Background: an optimization exercise with open tools, aiming at small area and a short achievable clock period. Do not read the settings as production practice. No functional check of the RTL was part of any run shown here. Power figures rest on the tool's default switching activity, not on a simulated workload.

==> flow/design.v (outline; a module is shown in full before it is edited, if it fits) <==
// module DCIM: 1021 lines
module DCIM (
    input clk,
    input rst_n,
    input in_valid,
    input [127:0] in_data1,
    input [127:0] in_data2,
    input [127:0] in_data3,
    input [127:0] in_data4,
    output reg out_valid,
    output reg [12:0] O1,
    output reg [12:0] O2,
    output reg [12:0] O3,
    output reg [12:0] O4
);
  // ...
==> flow/run.sh <==
#!/bin/bash
# synth_recipe.tcl (not shown) runs the flow's synth.tcl, then flattens the netlist and writes it again
# the make line also repeats each setting of config.mk as NAME=value (left out here)
make -C /OpenROAD-flow-scripts/flow DESIGN_CONFIG=/design/flow/config.mk WORK_HOME=/design/flow/orfs CLKGATE_MAP_FILE= SYNTH_SCRIPT=/design/flow/synth_recipe.tcl finish
==> flow/config.mk <==
export PLATFORM = sky130hd
export DESIGN_NAME = DCIM
export DESIGN_NICKNAME = DCIM
export VERILOG_FILES = /design/flow/design.v
export SDC_FILE = /design/flow/constraint.sdc
export NUM_CORES = 4
export LEC_CHECK = 0
export CAP_MARGIN = 20
export CORE_MARGIN = 2
export CORE_UTILIZATION = 40
export SLEW_MARGIN = 20
==> flow/constraint.sdc <==
create_clock -name core_clock -period 2.4 [get_ports {clk}]
set_input_delay 0.4800 -clock core_clock [delete_from_list [all_inputs] [get_ports {clk}]]
set_output_delay 0.4800 -clock core_clock [all_outputs]
set_load 0.01 [all_outputs]
==> reports/qor.csv, run 1 <==
stage;metric;value;unit
outcome;run status;finished with violations;
outcome;violated checks;setup timing;
placed_design;standard cell area after detailed placement;32600;µm²
hold_path;launch point of the worst hold path;S4_r2[7]$_DFF_P_;
placed_design;worst-case setup slack after placement;-0.331;ns
power;Combinational Power Share;0.481;
power;Clk. pwr;7.89;mW
timing;summed negative setup slack over all endpoints;-0.300;ns
setup_path;reg-to-reg endpoint;acc2[12]$_DFFE_PP_;
setup_path;Worst Setup SP;cnt[0]$_DFFE_PN0P_;
timing;period utilisation layout;1.04;
clock_network;post-CTS resize count;38;
floorplanning;Die Y;256;µm
final_layout;layout inverter count without the clock tree;635;
yosys;proportion of synthesized area in mux cells;0.000885;
yosys;share of the synthesized netlist area taken by xor and xnor gates;0.0193;
yosys;complex-gate fraction of the synthesized area;0.0270;
timing;Final Setup Violations;6;
timing;post-layout minimum cycle time;2.49;ns
yosys;number of flops mapped to enable cells by yosys;52;
grt;GR Layer Usage met1;0.202;
yosys;cells after synthesis;2016;
detailed_routing;met1 WL;20900;µm
yosys;Adder-Cell Fraction of Synth Area;0.395;
yosys;Post-Synthesis Mean Instance Area;12.6;µm²
timing;crit path setup slack, layout;-0.0913;ns
floorplanning;x dimension of the die;256;µm
placed_design;total instance count after detailed placement;3468;
yosys;Async S/R FF share, synth;0.126;
final_layout;area grow syn2layout;37.1;%
timing;upper clock frequency limit;401;MHz
floorplanning;number of ports placed on the die boundary;568;
==> run 2: changes to the inputs <==
==> flow/flow/run.sh (new file) <==
#!/bin/bash
# Standard ORFS layout with two changes:
#  - SYNTH_ARGS=-noabc: skip the abc -fast inside Yosys's generic synth, so the
#    full adders written in the RTL reach extract_fa in their plain polarity
#    (no inverters around every full adder); the final liberty abc still runs.
#  - port buffers use buf_1.
set -euo pipefail
bash standard.sh SYNTH_ARGS=-noabc "BUFFER_PORTS_ARGS=-buffer_cell sky130_fd_sc_hd__buf_1" finish > flow_make.log 2>&1
==> flow/standard.sh (new file) <==
#!/bin/bash
# synth_recipe.tcl (not shown) runs the flow's synth.tcl, then flattens the netlist and writes it again
# the make line also repeats each setting of config.mk as NAME=value (left out here)
make -C /OpenROAD-flow-scripts/flow DESIGN_CONFIG=/design/flow/config.mk WORK_HOME=/design/flow/orfs CLKGATE_MAP_FILE= SYNTH_SCRIPT=/design/flow/synth_recipe.tcl "${@:-finish}"
removed: flow/run.sh
==> run 2 against run 1 <==
Still fails the layout checks on setup timing. Maximum frequency decreased by 1.7%. Critical endpoint is now acc3[11]$_DFFE_PP_. Area after synthesis decreased by 9.3%. Total power down 3.8%. Sequential share of layout area up 6.2 points. Final cell count is 20% lower. Die area fell by 9.2%. Count of clock-buffer cells in the layout shrank 12.
==> reports/qor.csv, run 2 <==
stage;metric;value;unit;change
outcome;run status;finished with violations;;unchanged
outcome;violated checks;setup timing;;unchanged
setup_path;Data arrival, critical path;2.88;ns;was 2.83 ns
floorplanning;effective utilization at floorplan;0.402;;was 0.404
clock_network;buffer levels on the longest clock path;3;;unchanged
power;power per cell area;1440;nW/µm²;was 1240 nW/µm²
setup_path;Req. time, crit path;2.74;ns;about the same
floorplanning;number of ports placed on the die boundary;568;;unchanged
yosys;share of the yosys chip area belonging to registers;0.464;;was 0.421
setup_path;buffering stage count on the worst path with inverters included;3;;was 2
clock_network;CTS H-tree depth;2;;unchanged
grt;antenna violations before repair;0;;was 1
yosys;Unique masters post-synth;47;;was 39
yosys;most common cell in the synthesized netlist;fa_1;;was inv_1
yosys;cell type with the largest total area after synthesis;fa_1;;unchanged
detailed_routing;Starting DRT DRC Count;449;;was 356
grt;number of global-route vias before repair;14400;;was 17,300
power;Leakage Power;11.3;nW;was 16.1 nW
yosys;cells after synthesis;1381;;was 2,016
timing;Least-Margin Pin Slew;0.864;ns;was 0.753 ns
detailed_routing;post-detailed-route count of antenna-violating nets;0;;unchanged
grt;overall routing resource usage;0.149;;was 0.163
detailed_routing;mean number of vias per cell;4.45;;was 4.15
placed_design;worst-case setup slack after placement;-0.147;ns;was -0.331 ns
timing;Slew Limit Fails;0;;unchanged
yosys;number of nets produced by synthesis;2418;;was 3,053
timing;RSZ-0062 raised after global routing;true;;unchanged
setup_path;critical path class;flip-flop to flip-flop;;unchanged
floorplanning;number of placement rows;88;;was 92
placed_design;final weighted congestion of routability-driven global placement;0.863;;was 0.897
setup_path;critical path peak fanout;8;;was 9
timing;post-layout minimum cycle time;2.53;ns;was 2.49 ns
timing;upper clock frequency limit;395;MHz;was 401 MHz
clock_network;CTS clk-pin slew, worst paths;0.07;ns;was 0.06 ns
yosys;dominant cells by area after synthesis;fa_1 (41%), dfxtp_1 (33%), edfxtp_1 (6.8%);;was fa_1 (37%), dfxtp_1 (30%), inv_1 (9.4%)
timing;Final Setup Violations;15;;was 6
floorplanning;Die Y;244;µm;was 256 µm
setup_path;cells along the critical path;inv_2 -> ha_4 -> buf_6 -> buf_12 -> nor2b_4 -> ha_2 -> fa_2 -> a211oi_4 -> nor2_4 -> o2111ai_2 -> xor2_1 -> nor2_1;;was inv_2 -> ha_4 -> buf_6 -> nor2b_1 -> ha_1 -> a211oi_4 -> or4_4 -> o21a_1 -> o32a_1
final_layout;final design instance area without fill;29000;µm²;was 34,900 µm²
grt;largest net degree at the start of global routing;29;;was 40
setup_path;largest stage delay on the critical path;0.39;ns;was 0.55 ns
yosys;most used flip-flop cell after synthesis;dfxtp_1;;unchanged
yosys;Post-Synthesis Mean Instance Area;16.7;µm²;was 12.6 µm²
setup_path;sort of element at the start of the critical path;flip-flop;;unchanged
placed_design;standard cell area after detailed placement;26500;µm²;was 32,600 µm²
yosys;count of state elements after synthesis;494;;unchanged
detailed_routing;DR pass1 iterations;4;;unchanged
hold_path;type of the tightest min-delay check;flip-flop to flip-flop;;unchanged
timing;remaining max-slew budget at the tightest pin;0.424;;was 0.498
yosys;warnings from Yosys;1;;unchanged
detailed_routing;Detailed Route WL;43600;µm;was 51,500 µm
floorplanning;x dimension of the die;244;µm;was 256 µm
clock_network;CTS Root Buffer Type;clkbuf_16;;unchanged
floorplanning;Std-Cell Core Area;57400;µm²;was 63,000 µm²
placed_design;DP HPWL;36100;µm;was 44,000 µm
timing;period utilisation layout;1.06;;was 1.04
timing;Final Hold Vio Count;0;;unchanged
timing;Fin Clk Skew;0.0252;ns;was 0.0258 ns
final_layout;area grow syn2layout;25.6;%;was 37.1%
grt;wire length of the first global-routing pass;71000;µm;was 85,000 µm
placed_design;port bufs;567;;unchanged
final_layout;fraction of final layout cells sized beyond drive strength 1;0.119;;was 0.0877
setup_path;endpoint class of the critical path;flip-flop;;unchanged
grt;total gr overflow;0;;unchanged
final_layout;commonest cells after routing, fill and taps aside;buf_1 (566), fa_1 (464), dfxtp_1 (380);;was inv_1 (629), clkdlybuf4s50_1 (566), fa_1 (463)
clock_network;clock network latency to the later pin of the worst-skew pair;0.59;ns;about the same
final_layout;count of antenna diodes in the layout;0;;unchanged
timing;crit path setup slack, layout;-0.133;ns;was -0.0913 ns
floorplanning;Total Die Area;59600;µm²;was 65,700 µm²
yosys;leading post-synthesis cells by instance count;fa_1 (468), dfxtp_1 (380), dfrtp_1 (62);;was inv_1 (635), fa_1 (468), dfxtp_1 (380)
timing;worst hold-check slack;0.306;ns;was 0.320 ns
flow_run;number of max-capacitance violations reported;0;;unchanged
yosys;number of flops mapped to enable cells by yosys;52;;unchanged
detailed_routing;routed vias;12800;;was 14,900
setup_path;cell with the biggest individual delay on the critical path;dfrtp_1;;was or4_4
yosys;Async S/R FF share, synth;0.126;;unchanged
yosys;mapped cell area;23100;µm²;was 25,400 µm²
clock_network;CTS buffer count;50;;was 52
detailed_routing;average wire per standard cell;15.2;µm;was 14.4 µm
final_layout;commonest non-fill, non-tap cell in the layout;buf_1;;was inv_1
yosys;Synth top area share;0.406;;was 0.368
setup_path;cell family contributing the most delay on the critical path;adder cells;;was simple AND/OR/NAND/NOR gates
clock_network;Num Clock Sinks;494;;unchanged
power;peak supply drop;0.874;mV;was 0.794 mV
clock_network;clock tree from TritonCTS;done;;unchanged
final_layout;count of nets after finishing;3107;;was 3,731
detailed_routing;number of remaining DRC errors;0;;unchanged
[run 2: timing repair]
action                     CTS  global route
setup buffers               15            26
pin swaps                   30            56
hold buffers                 2             0
setup endpoints to repair   17            27
gates cloned                 1             0
gates resized for setup     21            63
hold endpoints to repair    20             0
[run 2: worst paths after layout]
check	depth (start not counted)	end	startpoint	slack, ns
max	12	acc3[11]$_DFFE_PP_	cnt[1]$_DFFE_PN0P_	-0.13
min	0	S4_r5[8]$_DFF_P_	S4_r4[8]$_DFF_P_	0.31
max reg2reg	12	acc3[11]$_DFFE_PP_	cnt[1]$_DFFE_PN0P_	-0.13
min reg2reg	0	S4_r5[8]$_DFF_P_	S4_r4[8]$_DFF_P_	0.31
max in group asynchronous	3	O4[9]$_DFF_PN0_	rst_n	1.37
min in group asynchronous	2	v[4]$_DFF_PN0_	rst_n	0.37
[run 2: report_power, final]
part           switching, mW  internal (mW)
clock network           3.18           4.80
registers               1.84           12.9
logic                   9.16           9.85
total                   14.2           27.6
[run 2: per-layer routing]
| metal | global-route usage | up-vias | share of wire |
|---|---|---|---|
| li1 | - | 5879 | - |
| met1 | 0.201 | 6561 | 0.43 |
| met2 | 0.252 | 294 | 0.51 |
| met3 | 0.0226 | 70 | 0.041 |
| met4 | 0.0450 | 0 | 0.021 |
| met5 | 0 | - | 0 |
[run 2: logic make-up after synthesis]
logic type / Yosys count / share of synthesized area
AO/OA/AOI/OAI: 106 / 0.0306
XOR/XNOR: 49 / 0.0186
adder cells (fa/ha/maj): 522 / 0.435
buffers and inverters: 21 / 0.00417
flip-flops: 494 / 0.464
multiplexers: 2 / 0.000976
AND/OR/NAND/NOR: 187 / 0.0460
[run 2: layout make-up]
cell class / count / area, µm²
clock buffers: 69 / 1460
clock inverters: 24 / 283
fillers: 4887 / 28400
inverters: 9 / 33.8
multi-input cells: 866 / 12700
flip-flops and latches: 494 / 10700
well taps: 765 / 957
repair buffers: 649 / 2830
[run 2: per-stage QoR]
step / TNS, ns / util / power [mW] / instances
global placement: -0.291 / 0.463 / 31.8 / 2741
global route: -2.56 / 0.505 / 45.8 / 2876
finish: -0.877 / 0.505 / 41.7 / 2876
detailed placement: -1.30 / 0.463 / 32.2 / 2741
floorplan: -0.665 / - / 26.6 / 1381
CTS: -1.63 / 0.497 / 41.0 / 2851

==> separate check: timing with driven ports <==
Ports are ideal in the flow. The routed layouts listed here were re-timed in OpenROAD. Step 1 assumes that a clkbuf_16 drives the clock port and a buf_2 every other input. Step 2 times the ports against the registers' clock, not the clock port: input delays grow and output delays shrink by t, the midpoint of the rising clock arrivals with the driver on. Three values: no drivers, after step 1, after step 2; two values: the first two.
run	t, ns	setup slack, ns	clock arrival spread, ns	slew at the worst register clock pin (ns)
run 1	0.636	-0.091 / -0.091 / -0.347	0.033 / 0.032	0.06 / 0.06
run 2	0.631	-0.133 / -0.133 / -0.133	0.029 / 0.029	0.07 / 0.07
The setup slack of run 1, which loses most, moves by 0.000 ns with the drivers and by -0.256 ns with both steps.
